This design comes from an exercise in tuning for small area on the open sky130 flow, not from production work.
Where RTL was checked, it was by simulation tests only, not by an equivalence proof against the original.
No driver is modelled on the clock port, so clocking that relies on it looks cheaper here than on a real chip.
No activity file was given, so power comes from the tool's default toggle rates.

==> v16 <==
==> flow/design.v <==
module display (
    input  logic clk,
    input  logic rst,
    input  logic [11:0] bin,
    input  logic blank_in,
    output logic [6:0] seg,
    output logic [3:0] an
);
  localparam logic [7:0] D_TT = 8'd14;
  localparam logic [7:0] C_TT = 8'd7;
  logic [3:0]  d14;
  logic [3:0]  c;
  logic [1:0]  j;           
  logic        first;       
  logic [11:0] a, d;
  logic [3:0]  dq;
  logic        blank_q;
  logic        load;
  logic d_fb, c_fb, c1or2, c2, c3;
  assign d_fb  = d14[3] ^ D_TT[{d14[2], d14[1], d14[0]}];
  assign c_fb  = c[3] ^ C_TT[{c[2], c[1], c[0]}];
  assign load  = ~d14[1] & ~d14[2] & ~d14[3];       
  assign c1or2 = c[0] & ~c[2] & ~c[3];              
  assign c2    = c[0] & c[1];                       
  assign c3    = c[1] & c[2];                       
  logic [1:0] sel_next;
  assign sel_next = {j[1] ^ (j[0] & c1or2), j[0] ^ c1or2};
  logic [5:0] v;
  logic [3:0] digit;
  assign v = sel_next[1] ? d[11:6] : d[5:0];
  logic [2:0] r2, r3, r4;  logic q2, q3, q4;
  logic [3:0] x2, x3, x4;
  assign x2 = {1'b0, v[5], v[4], v[3]};
  assign q2 = x2 >= 4'd5;  assign r2 = q2 ? 3'(x2 - 4'd5) : x2[2:0];
  assign x3 = {r2, v[2]};
  assign q3 = x3 >= 4'd5;  assign r3 = q3 ? 3'(x3 - 4'd5) : x3[2:0];
  assign x4 = {r3, v[1]};
  assign q4 = x4 >= 4'd5;  assign r4 = q4 ? 3'(x4 - 4'd5) : x4[2:0];
  assign digit = sel_next[0] ? {1'b0, q2, q3, q4} : {r4, v[0]};
  always_ff @(posedge clk) begin
    if (rst) begin
      d14 <= 4'b0001;
      c <= 4'b0000;
      j <= 2'd0;
      first <= 1'b1;
      dq <= 4'd0;
      blank_q <= 1'b1;
    end else begin
      d14 <= {d14[2:0], d_fb};
      c <= {c[2:0], c_fb};
      if (c2) j <= {j[1] ^ j[0], ~j[0]};
      if (load & c3) first <= 1'b0;             
      dq <= first ? 4'd0 : digit;
      blank_q <= blank_in;
    end
  end
  always_ff @(posedge clk) begin
    if (load) begin
      a <= bin;
      d <= a;
    end
  end
  always_comb begin
    case (dq)
      4'd0: seg = 7'b1000000;
      4'd1: seg = 7'b1111001;
      4'd2: seg = 7'b0100100;
      4'd3: seg = 7'b0110000;
      4'd4: seg = 7'b0011001;
      4'd5: seg = 7'b0010010;
      4'd6: seg = 7'b0000010;
      4'd7: seg = 7'b1111000;
      4'd8: seg = 7'b0000000;
      4'd9: seg = 7'b0010000;
      default: seg = 7'bxxxxxxx;
    endcase
  end
  assign an = blank_q ? 4'b1111 : ~(4'b0001 << j);
endmodule
module timebase (
    input  logic clk,
    input  logic rst,
    input  logic clr,
    output logic tick,
    output logic bst
);
  localparam logic [7:0] LO_TT = 8'd179;    
  localparam logic [7:0] HI_TT = 8'd93;     
  localparam logic [5:0] LO_POL = 6'b101010;
  localparam logic [9:0] HI_POL = 10'b1010101010;
  logic [5:0] lo, lo_q;
  logic       ph, prev;
  logic [9:0] hi, hi_q;
  assign lo = lo_q ^ LO_POL;
  assign hi = hi_q ^ HI_POL;
  logic lo_fb, hi_fb, lo49, lo0, hi500;
  assign lo_fb = lo[5] ^ LO_TT[{lo[3], lo[1], lo[0]}];
  assign hi_fb = hi[9] ^ HI_TT[{hi[6], hi[4], hi[1]}];
  assign lo49  = ~lo[0] & ~lo[1] & ~lo[3] & ~lo[4] & lo[5];           
  assign lo0   = ~lo[0] & ~lo[1] & ~lo[2] & ~lo[4] & ~lo[5];          
  assign hi500 = hi == 10'b1000100001;                                
  always_ff @(posedge clk) begin
    if (rst) begin
      lo_q <= LO_POL;
      ph <= 1'b0;
      hi_q <= HI_POL;
      bst <= 1'b0;
    end else begin
      lo_q <= {lo[4:0], lo_fb} ^ LO_POL;
      if (lo49) ph <= ~ph;
      if (lo49 & ph) hi_q <= {hi[8:0], hi_fb} ^ HI_POL;
      if (hi500 & lo0 & ~ph) bst <= ~bst;
    end
  end
  always_ff @(posedge clk) prev <= ~clr & ph;
  assign tick = ph & ~prev;
endmodule
module debounce (
    input  logic clk,
    input  logic rst,
    input  logic button,
    output logic result
);
  localparam logic [8:0] CLR = 9'b111011100;
  localparam logic [8:0] POL = 9'b010101010;
  logic ff1_n, ff2;            
  logic [8:0] r, s;
  logic ena, fb, clr;
  assign s   = r ^ POL;
  assign ena = s[8] & s[7] & s[6] & s[5] & s[3] & s[2] & s[1];
  assign fb  = ~(s[8] ^ s[4]) | (s[7] & s[6] & s[5] & s[4] & s[2] & s[1] & s[0]);
  assign clr = rst | (ff1_n == ff2);
  always_ff @(posedge clk) begin
    if (rst) begin
      ff1_n <= 1'b1;
      ff2 <= 1'b0;
      result <= 1'b0;
    end else begin
      ff1_n <= ~button;
      ff2 <= ~ff1_n;
      if (ena) result <= ff2;
    end
    r <= clr ? (CLR ^ POL) : ({s[7:0], fb} ^ POL);
  end
endmodule
module sw_counter (
    input  logic clk,
    input  logic clr,
    input  logic tick,
    input  logic mode_sw,
    input  logic start,
    input  logic stop,
    output logic [5:0] sec,
    output logic [5:0] min
);
  localparam logic [7:0] MS_TT = 8'd93;
  logic       run;
  logic [9:0] ms;
  logic ms_fb, ms_end, sec_end, min_end, step;
  assign ms_fb   = ms[9] ^ MS_TT[{ms[6], ms[4], ms[1]}];
  assign ms_end  = ms == 10'b1000000000;                           
  assign sec_end = sec[5] & sec[4] & sec[3] & sec[1] & sec[0];     
  assign min_end = min[5] & min[4] & min[3] & min[1] & min[0];     
  assign step = tick & mode_sw & run & ~(ms_end & sec_end & min_end);
  always_ff @(posedge clk) begin
    if (clr) begin
      run <= 1'b0;
      ms <= 10'd0;
      sec <= 6'd0;
      min <= 6'd0;
    end else begin
      if (start) run <= 1'b1;
      else if (stop) run <= 1'b0;
      if (step) begin
        ms <= {ms[8:0], ms_fb};
        if (ms_end) begin
          sec <= sec_end ? 6'd0 : sec + 6'd1;
          if (sec_end) min <= min + 6'd1;
        end
      end
    end
  end
endmodule
module tm_counter (
    input  logic clk,
    input  logic clr,
    input  logic tick,
    input  logic mode_sw,
    input  logic inc_sw,
    input  logic start,
    input  logic stop,
    input  logic inc_min,
    input  logic inc_sec,
    output logic [5:0] sec,
    output logic [5:0] min,
    output logic blink
);
  localparam logic [7:0] MS_TT = 8'd93;
  logic       run, set_t, ps, pm;
  logic [9:0] ms;
  logic ms_fb, ms0, sec0, min0, sec60, min_ge60, up, t_ev, es, em;
  logic sdn, sup, min_dec, min_inc, min_59;
  assign ms_fb    = ms[9] ^ MS_TT[{ms[6], ms[4], ms[1]}];
  assign ms0      = ms == 10'd0;
  assign sec0     = sec == 6'd0;
  assign min0     = min == 6'd0;
  assign sec60    = sec[5] & sec[4] & sec[3] & sec[2];    
  assign min_ge60 = min[5] & min[4] & min[3] & min[2];
  assign up   = inc_sw & ~run;                       
  assign t_ev = tick & ~mode_sw & run;
  assign es   = ~tick & inc_sec & ~ps;
  assign em   = ~tick & inc_min & ~pm & ~(inc_sec & ~ps);
  assign sdn  = (t_ev & ms0) | (es & ~up);           
  assign sup  = es & up;                             
  assign min_dec = (sdn & sec0 & ~min0) | (em & ~up & ~min0);
  assign min_inc = (sup & sec60) | (em & up & ~min_ge60);
  assign min_59  = em & ~up & min0;
  logic sec_en, min_en;
  logic [5:0] sec_t, min_t;
  assign sec_en = (sdn & ~sec0) | (sup & ~sec60);
  assign min_en = min_dec | min_inc;
  always_comb begin
    sec_t[0] = sec_en;
    min_t[0] = min_en;
    for (int i = 1; i < 6; i++) begin
      sec_t[i] = sec_en & (up ? (&(sec | ~((6'd1 << i) - 6'd1))) : ~|(sec & ((6'd1 << i) - 6'd1)));
      min_t[i] = min_en & (up ? (&(min | ~((6'd1 << i) - 6'd1))) : ~|(min & ((6'd1 << i) - 6'd1)));
    end
  end
  always_ff @(posedge clk) begin
    if (clr) begin
      run <= 1'b0;
      set_t <= 1'b0;
      ms <= 10'd0;
      sec <= 6'd0;
      min <= 6'd0;
      ps <= 1'b0;
      pm <= 1'b0;
    end else begin
      if (start) begin
        if (set_t) run <= 1'b1;
      end else if (stop) run <= 1'b0;
      else if (inc_min || inc_sec) set_t <= 1'b1;
      if (t_ev & ~(ms0 & sec0 & min0)) ms <= {ms[8:0], ms_fb};
      if (sdn & sec0 & ~min0) sec <= 6'd59;
      else if (sup & sec60) sec <= 6'd0;
      else sec <= sec ^ sec_t;
      if (min_59) min <= 6'd59;
      else min <= min ^ min_t;
      if (!tick) begin
        ps <= inc_sec;
        pm <= inc_min;
      end
    end
  end
  always_ff @(posedge clk) begin
    if (min0 && sec0) blink <= set_t;
    else if (clr | start | stop | inc_min | inc_sec) blink <= 1'b0;
  end
endmodule
module top (
    input  logic clk,
    input  logic rst,
    input  logic start_btn,
    input  logic stop_btn,
    input  logic softrst_sw,
    input  logic inc_min_btn,
    input  logic inc_sec_btn,
    input  logic inc_sw,
    input  logic mode_sw,
    output logic [6:0] seg,
    output logic [3:0] an
);
  logic start, stop, inc_min, inc_sec;
  debounce db_start (.clk(clk), .rst(rst), .button(start_btn),   .result(start));
  debounce db_stop  (.clk(clk), .rst(rst), .button(stop_btn),    .result(stop));
  debounce db_min   (.clk(clk), .rst(rst), .button(inc_min_btn), .result(inc_min));
  debounce db_sec   (.clk(clk), .rst(rst), .button(inc_sec_btn), .result(inc_sec));
  logic clr;
  assign clr = rst | softrst_sw;
  logic tick, bst;
  timebase tb (.clk(clk), .rst(rst), .clr(clr), .tick(tick), .bst(bst));
  logic [5:0] sec_sw, min_sw, sec_tm, min_tm;
  logic blink_tm;
  sw_counter swc (.clk(clk), .clr(clr), .tick(tick), .mode_sw(mode_sw), .start(start),
                  .stop(stop), .sec(sec_sw), .min(min_sw));
  tm_counter tmc (.clk(clk), .clr(clr), .tick(tick), .mode_sw(mode_sw), .inc_sw(inc_sw),
                  .start(start), .stop(stop), .inc_min(inc_min), .inc_sec(inc_sec),
                  .sec(sec_tm), .min(min_tm), .blink(blink_tm));
  display disp (.clk(clk), .rst(rst),
                .bin(mode_sw ? {min_sw, sec_sw} : {min_tm, sec_tm}),
                .blank_in(blink_tm & ~mode_sw & bst), .seg(seg), .an(an));
endmodule
==> flow/flow/run.sh <==
#!/bin/bash
# Own flow: the standard layout (standard.sh), with these changes:
#  - clock tree synthesis uses clkbuf_4 and adds no dummy loads; after it,
#    flow/fix_clk.tcl upsizes the clock buffers whose flip-flop clock pins
#    would see a slow slew (POST_CTS_TCL hook);
#  - before the placement resizer, flow/downsize.tcl sets combinational
#    cells to their smallest drive strength (PRE_RESIZE_TCL hook);
#  - port buffers are buf_1.
# The make run's full output goes to standard_flow.log; each ORFS step keeps
# its own log under orfs/logs.
set -euo pipefail
here=$(pwd)
cat >> config.mk <<EOC
export CTS_ARGS = -sink_clustering_enable -repair_clock_nets -dont_use_dummy_load -buf_list sky130_fd_sc_hd__clkbuf_4
export BUFFER_PORTS_ARGS = -buffer_cell sky130_fd_sc_hd__buf_1
export POST_CTS_TCL = $here/flow/fix_clk.tcl
export FIX_CLK_SLEW_PS = 105
export PRE_RESIZE_TCL = $here/flow/downsize.tcl
EOC
bash standard.sh > standard_flow.log 2>&1
==> flow/flow/downsize.tcl <==
# Before the placement resizer: put every combinational cell at the smallest
# drive strength of its kind (synthesis maps some gates upsized); the
# resizer's repair_design that follows fixes any slew or capacitance limit.
# Flip-flops, clock cells and delay cells are left as they are.
set db [ord::get_db]
set count 0
foreach inst [[ord::get_db_block] getInsts] {
  set m [$inst getMaster]
  if {[$m getType] ne "CORE"} { continue }
  set name [$m getName]
  if {![regexp {^(sky130_fd_sc_hd__[a-z0-9]+)_([0-9]+)$} $name -> base size]} { continue }
  if {[regexp {__(df|edf|sdf|dl|clk|dly|conb|tap|fill|decap|diode)} $base]} { continue }
  set best $name
  set barea [expr {double([$m getWidth]) * [$m getHeight]}]
  foreach s {0 1 2} {
    set c [$db findMaster ${base}_$s]
    if {$c eq "NULL"} { continue }
    set a [expr {double([$c getWidth]) * [$c getHeight]}]
    if {$a < $barea} { set best ${base}_$s; set barea $a }
  }
  if {$best ne $name} {
    puts "downsize: [$inst getName] $name -> $best"
    replace_cell [get_cells [$inst getName]] $best
    incr count
  }
}
puts "downsize: $count cells"
==> flow/flow/fix_clk.tcl <==
# Upsize (clkbuf_4 -> clkbuf_8) each clock buffer that drives a flip-flop
# clock pin whose estimated slew is over FIX_CLK_SLEW_PS, then re-legalise.
estimate_parasitics -placement
set limit $::env(FIX_CLK_SLEW_PS)
set slow {}
foreach pin [all_registers -clock_pins -edge_triggered] {
  set worst 0
  foreach edge {rise fall} {
    foreach a {min max} {
      set s [get_property $pin slew_${a}_$edge]
      set ps [expr {[sta::time_ui_sta $s] * 1e12}]
      set worst [expr {max($worst, $ps)}]
    }
  }
  set net [get_nets -of_objects $pin]
  set drv [get_pins -of_objects $net -filter "direction==output"]
  set inst [get_cells -of_objects $drv]
  puts [format "fix_clk: %s %.1f ps driven by %s" [get_full_name $pin] $worst [get_full_name $inst]]
  if {$worst > $limit} { lappend slow [get_full_name $inst] }
}
foreach name [lsort -unique $slow] {
  set inst [get_cells $name]
  if {[get_property $inst ref_name] eq "sky130_fd_sc_hd__clkbuf_4"} {
    puts "fix_clk: upsizing $name"
    replace_cell $inst sky130_fd_sc_hd__clkbuf_8
  }
}
detailed_placement
check_placement -verbose
estimate_parasitics -placement
==> flow/standard.sh <==
#!/bin/bash
# synth_recipe.tcl (not shown) runs the flow's synth.tcl, then flattens the netlist and writes it again
# the make line also repeats each setting of config.mk as NAME=value (left out here)
make -C /OpenROAD-flow-scripts/flow DESIGN_CONFIG=/design/flow/config.mk WORK_HOME=/design/flow/orfs CLKGATE_MAP_FILE= SYNTH_SCRIPT=/design/flow/synth_recipe.tcl "${@:-finish}"
==> flow/config.mk <==
export PLATFORM = sky130hd
export DESIGN_NAME = top
export DESIGN_NICKNAME = top
export VERILOG_FILES = /design/flow/design.v
export SDC_FILE = /design/flow/constraint.sdc
export NUM_CORES = 4
export LEC_CHECK = 0
export CAP_MARGIN = 20
export CORE_MARGIN = 2
export CORE_UTILIZATION = 65
export SLEW_MARGIN = 20
export CTS_ARGS = -sink_clustering_enable -repair_clock_nets -dont_use_dummy_load -buf_list sky130_fd_sc_hd__clkbuf_4
export BUFFER_PORTS_ARGS = -buffer_cell sky130_fd_sc_hd__buf_1
export POST_CTS_TCL = /design/flow/flow/fix_clk.tcl
export FIX_CLK_SLEW_PS = 105
export PRE_RESIZE_TCL = /design/flow/flow/downsize.tcl
==> flow/constraint.sdc <==
create_clock -name core_clock -period 10.0 [get_ports {clk}]
set_input_delay 2.0000 -clock core_clock [delete_from_list [all_inputs] [get_ports {clk}]]
set_output_delay 2.0000 -clock core_clock [all_outputs]
set_load 0.01 [all_outputs]
==> v11 (differences from v16) <==
==> flow/design.v, changed modules only <==
module sw_counter (
    input  logic clk,
    input  logic clr,
    input  logic tick,
    input  logic mode_sw,
    input  logic start,
    input  logic stop,
    output logic [5:0] sec,
    output logic [5:0] min
);
  localparam logic [7:0] MS_TT = 8'd93;
  logic       run;
  logic [9:0] ms;
  logic ms_fb, ms_end, sec_end, min_end, step;
  assign ms_fb   = ms[9] ^ MS_TT[{ms[6], ms[4], ms[1]}];
  assign ms_end  = ms == 10'b1000000000;                           
  assign sec_end = sec[5] & sec[4] & sec[3] & sec[1] & sec[0];     
  assign min_end = min[5] & min[4] & min[3] & min[1] & min[0];     
  assign step = tick & mode_sw & run & ~(ms_end & sec_end & min_end);
  logic inc_s, inc_m;
  logic [5:0] sec_t, min_t;
  assign inc_s = step & ms_end;
  assign inc_m = inc_s & sec_end;
  assign sec_t = {inc_s & (&sec[4:0]), inc_s & (&sec[3:0]), inc_s & (&sec[2:0]), inc_s & (&sec[1:0]), inc_s & sec[0], inc_s};
  assign min_t = {inc_m & (&min[4:0]), inc_m & (&min[3:0]), inc_m & (&min[2:0]), inc_m & (&min[1:0]), inc_m & min[0], inc_m};
  always_ff @(posedge clk) begin
    if (clr) begin
      run <= 1'b0;
      ms <= 10'd0;
      sec <= 6'd0;
      min <= 6'd0;
    end else begin
      if (start) run <= 1'b1;
      else if (stop) run <= 1'b0;
      if (step) ms <= {ms[8:0], ms_fb};
      sec <= sec_end & inc_s ? 6'd0 : sec ^ sec_t;
      min <= min ^ min_t;
    end
  end
endmodule
module tm_counter (
    input  logic clk,
    input  logic clr,
    input  logic tick,
    input  logic mode_sw,
    input  logic inc_sw,
    input  logic start,
    input  logic stop,
    input  logic inc_min,
    input  logic inc_sec,
    output logic [5:0] sec,
    output logic [5:0] min,
    output logic blink
);
  localparam logic [7:0] MS_TT = 8'd93;
  logic       run, set_t, ps, pm;
  logic [9:0] ms;
  logic ms_fb, ms0, sec0, min0, sec60, min_ge60, up, t_ev, es, em;
  logic sdn, sup, min_dec, min_inc, min_59;
  assign ms_fb    = ms[9] ^ MS_TT[{ms[6], ms[4], ms[1]}];
  assign ms0      = ms == 10'd0;
  assign sec0     = sec == 6'd0;
  assign min0     = min == 6'd0;
  assign sec60    = sec[5] & sec[4] & sec[3] & sec[2];    
  assign min_ge60 = min[5] & min[4] & min[3] & min[2];
  assign up   = inc_sw & ~run;                       
  assign t_ev = tick & ~mode_sw & run;
  assign es   = ~tick & inc_sec & ~ps;
  assign em   = ~tick & inc_min & ~pm & ~(inc_sec & ~ps);
  assign sdn  = (t_ev & ms0) | (es & ~up);           
  assign sup  = es & up;                             
  assign min_dec = (sdn & sec0 & ~min0) | (em & ~up & ~min0);
  assign min_inc = (sup & sec60) | (em & up & ~min_ge60);
  assign min_59  = em & ~up & min0;
  logic sec_en, min_en;
  logic [5:0] sec_t, min_t, sec_c, min_c;
  assign sec_en = (sdn & ~sec0) | (sup & ~sec60);
  assign min_en = min_dec | min_inc;
  assign sec_c = sec ^ {6{~up}};
  assign min_c = min ^ {6{~up}};
  assign sec_t = {sec_en & (&sec_c[4:0]), sec_en & (&sec_c[3:0]), sec_en & (&sec_c[2:0]),
                  sec_en & (&sec_c[1:0]), sec_en & sec_c[0], sec_en};
  assign min_t = {min_en & (&min_c[4:0]), min_en & (&min_c[3:0]), min_en & (&min_c[2:0]),
                  min_en & (&min_c[1:0]), min_en & min_c[0], min_en};
  always_ff @(posedge clk) begin
    if (clr) begin
      run <= 1'b0;
      set_t <= 1'b0;
      ms <= 10'd0;
      sec <= 6'd0;
      min <= 6'd0;
      ps <= 1'b0;
      pm <= 1'b0;
    end else begin
      if (start) begin
        if (set_t) run <= 1'b1;
      end else if (stop) run <= 1'b0;
      else if (inc_min || inc_sec) set_t <= 1'b1;
      if (t_ev & ~(ms0 & sec0 & min0)) ms <= {ms[8:0], ms_fb};
      if (sdn & sec0 & ~min0) sec <= 6'd59;
      else if (sup & sec60) sec <= 6'd0;
      else sec <= sec ^ sec_t;
      if (min_59) min <= 6'd59;
      else min <= min ^ min_t;
      if (!tick) begin
        ps <= inc_sec;
        pm <= inc_min;
      end
    end
  end
  always_ff @(posedge clk) begin
    if (min0 && sec0) blink <= set_t;
    else if (clr | start | stop | inc_min | inc_sec) blink <= 1'b0;
  end
endmodule
==> flow/flow/run.sh (replaced) <==
#!/bin/bash
# Own flow: the standard layout, with clock tree synthesis told not to add
# dummy loads and smaller port buffers.  Each tool's output goes to its own log.
set -euo pipefail
cat >> config.mk <<'EOC'
export CTS_ARGS = -sink_clustering_enable -repair_clock_nets -dont_use_dummy_load -buf_list "sky130_fd_sc_hd__clkbuf_4 sky130_fd_sc_hd__clkbuf_8"
export BUFFER_PORTS_ARGS = -buffer_cell sky130_fd_sc_hd__buf_1
EOC
bash standard.sh > standard_flow.log 2>&1
CORE_UTILIZATION = 75   (was 65)
CTS_ARGS = -sink_clustering_enable -repair_clock_nets -dont_use_dummy_load -buf_list "sky130_fd_sc_hd__clkbuf_4 sky130_fd_sc_hd__clkbuf_8"   (was -sink_clustering_enable -repair_clock_nets -dont_use_dummy_load -buf_list sky130_fd_sc_hd__clkbuf_4)
FIX_CLK_SLEW_PS = not set   (was 105)
POST_CTS_TCL = not set   (was /design/flow/flow/fix_clk.tcl)
PRE_RESIZE_TCL = not set   (was /design/flow/flow/downsize.tcl)
removed: flow/flow/downsize.tcl
removed: flow/flow/fix_clk.tcl
==> v38 (differences from v16) <==
==> flow/design.v, changed modules only <==
module tm_counter (
    input  logic clk,
    input  logic clr,
    input  logic tick,
    input  logic mode_sw,
    input  logic inc_sw,
    input  logic start,
    input  logic stop,
    input  logic inc_min,
    input  logic inc_sec,
    output logic [5:0] sec,
    output logic [5:0] min,
    output logic blink
);
  localparam logic [7:0] MS_TT = 8'd93;
  logic       run, set_t, ps, pm;
  logic [9:0] ms;
  logic ms_fb, ms0, sec0, min0, sec60, min_ge60, up, t_ev, es, em;
  logic sdn, sup, min_dec, min_inc, min_59;
  assign ms_fb    = ms[9] ^ MS_TT[{ms[6], ms[4], ms[1]}];
  assign ms0      = ms == 10'd0;
  assign sec0     = sec == 6'd0;
  assign min0     = min == 6'd0;
  assign sec60    = sec[5] & sec[4] & sec[3] & sec[2];    
  assign min_ge60 = min[5] & min[4] & min[3] & min[2];
  assign up   = inc_sw & ~run;                       
  assign t_ev = tick & ~mode_sw & run;
  assign es   = ~tick & inc_sec & ~ps;
  assign em   = ~tick & inc_min & ~pm & ~(inc_sec & ~ps);
  assign sdn  = (t_ev & ms0) | (es & ~up);           
  assign sup  = es & up;                             
  assign min_dec = (sdn & sec0 & ~min0) | (em & ~up & ~min0);
  assign min_inc = (sup & sec60) | (em & up & ~min_ge60);
  assign min_59  = em & ~up & min0;
  logic sec_en, min_en;
  logic [5:0] sec_t, min_t, sec_c, min_c;
  assign sec_en = (sdn & ~sec0) | (sup & ~sec60);
  assign min_en = min_dec | min_inc;
  assign sec_c = sec ^ {6{~up}};
  assign min_c = min ^ {6{~up}};
  assign sec_t = {sec_en & (&sec_c[4:0]), sec_en & (&sec_c[3:0]), sec_en & (&sec_c[2:0]),
                  sec_en & (&sec_c[1:0]), sec_en & sec_c[0], sec_en};
  assign min_t = {min_en & (&min_c[4:0]), min_en & (&min_c[3:0]), min_en & (&min_c[2:0]),
                  min_en & (&min_c[1:0]), min_en & min_c[0], min_en};
  always_ff @(posedge clk) begin
    if (clr) begin
      run <= 1'b0;
      set_t <= 1'b0;
      ms <= 10'd0;
      sec <= 6'd0;
      min <= 6'd0;
      ps <= 1'b0;
      pm <= 1'b0;
    end else begin
      if (start) begin
        if (set_t) run <= 1'b1;
      end else if (stop) run <= 1'b0;
      else if (inc_min || inc_sec) set_t <= 1'b1;
      if (t_ev & ~(ms0 & sec0 & min0)) ms <= {ms[8:0], ms_fb};
      if (sdn & sec0 & ~min0) sec <= 6'd59;
      else if (sup & sec60) sec <= 6'd0;
      else sec <= sec ^ sec_t;
      if (min_59) min <= 6'd59;
      else min <= min ^ min_t;
      if (!tick) begin
        ps <= inc_sec;
        pm <= inc_min;
      end
    end
  end
  always_ff @(posedge clk) blink <= min0 & sec0 & set_t;
endmodule
==> comparison table <==
metric                                                           v38           v11          v16
Outcome                             no timing/DRC/antenna violations  no timing/DRC/antenna violations  no timing/DRC/antenna violations
Total number of placement rows                                    36            34           36
Detailed route wirelength on metal3                           383 um        421 um       413 um
Slew headroom                                                  0.426         0.437        0.345
XOR/XNOR share of the synthesized area                        0.0513        0.0374       0.0462
Final clock skew                                             30.8 ps       41.5 ps      33.5 ps
Multi-input gate share of the layout cell area                 0.422         0.427        0.420
Number of nets in the final layout                               713           719          687
Die outline area                                         0.0107 mm^2  0.00946 mm^2  0.0107 mm^2
Period minus WS final                                        3870 ps       4130 ps      4150 ps
Multi-Input Combinational                                        465           472          441
Met2 demand-to-capacity share in global routing                0.365         0.411        0.346
Sum of met2 wire segment lengths after detailed routing      5.40 mm       5.66 mm      5.01 mm
Internal cell power                                           801 uW        846 uW       792 uW
Proportion of power drawn by flip-flops and latches            0.655         0.624        0.666
Clock network fraction of total power                          0.273         0.305        0.264
Invs w/o clock                                                    22            24           22
Die span in x                                                 104 um       97.2 um       103 um
Detailed-route via count                                        4590          4694         4444
Power, Total                                                 1.03 mW       1.09 mW      1.02 mW
No functional check of the RTL was part of v11.

## static timing again, ports no longer ideal
In the flow no input, the clock included, has a driving cell. The finished layouts below were timed again as built, in two steps.
Step 1 assumes that a clkbuf_16 drives the clock port and a buf_2 every other input.
Step 2 also shifts input and output timing later by t, the mid clock arrival at the registers, as if the neighbouring blocks saw the same clock.
a / b / c = ideal ports / drivers / drivers and shift; a / b = the first two.
| run | shift t [ns] | setup WS [ns] | worst setup path at the end | latest minus earliest clock arrival (ns) | worst slew at a driven data input, ns |
|---|---|---|---|---|---|
| v16 | 0.534 | 5.845 / 5.845 / 5.553 | input to register | 0.034 / 0.033 | 0.05 |
| v11 | 0.443 | 5.866 / 5.866 / 5.423 | input to register | 0.042 / 0.043 | 0.05 |
| v38 | 0.556 | 6.127 / 6.122 / 5.565 | input to register | 0.039 / 0.039 | 0.04 |
After both steps every run listed still meets setup and hold. The setup slack of v38, which loses most, moves by -0.005 ns with the drivers and by -0.562 ns with both steps.
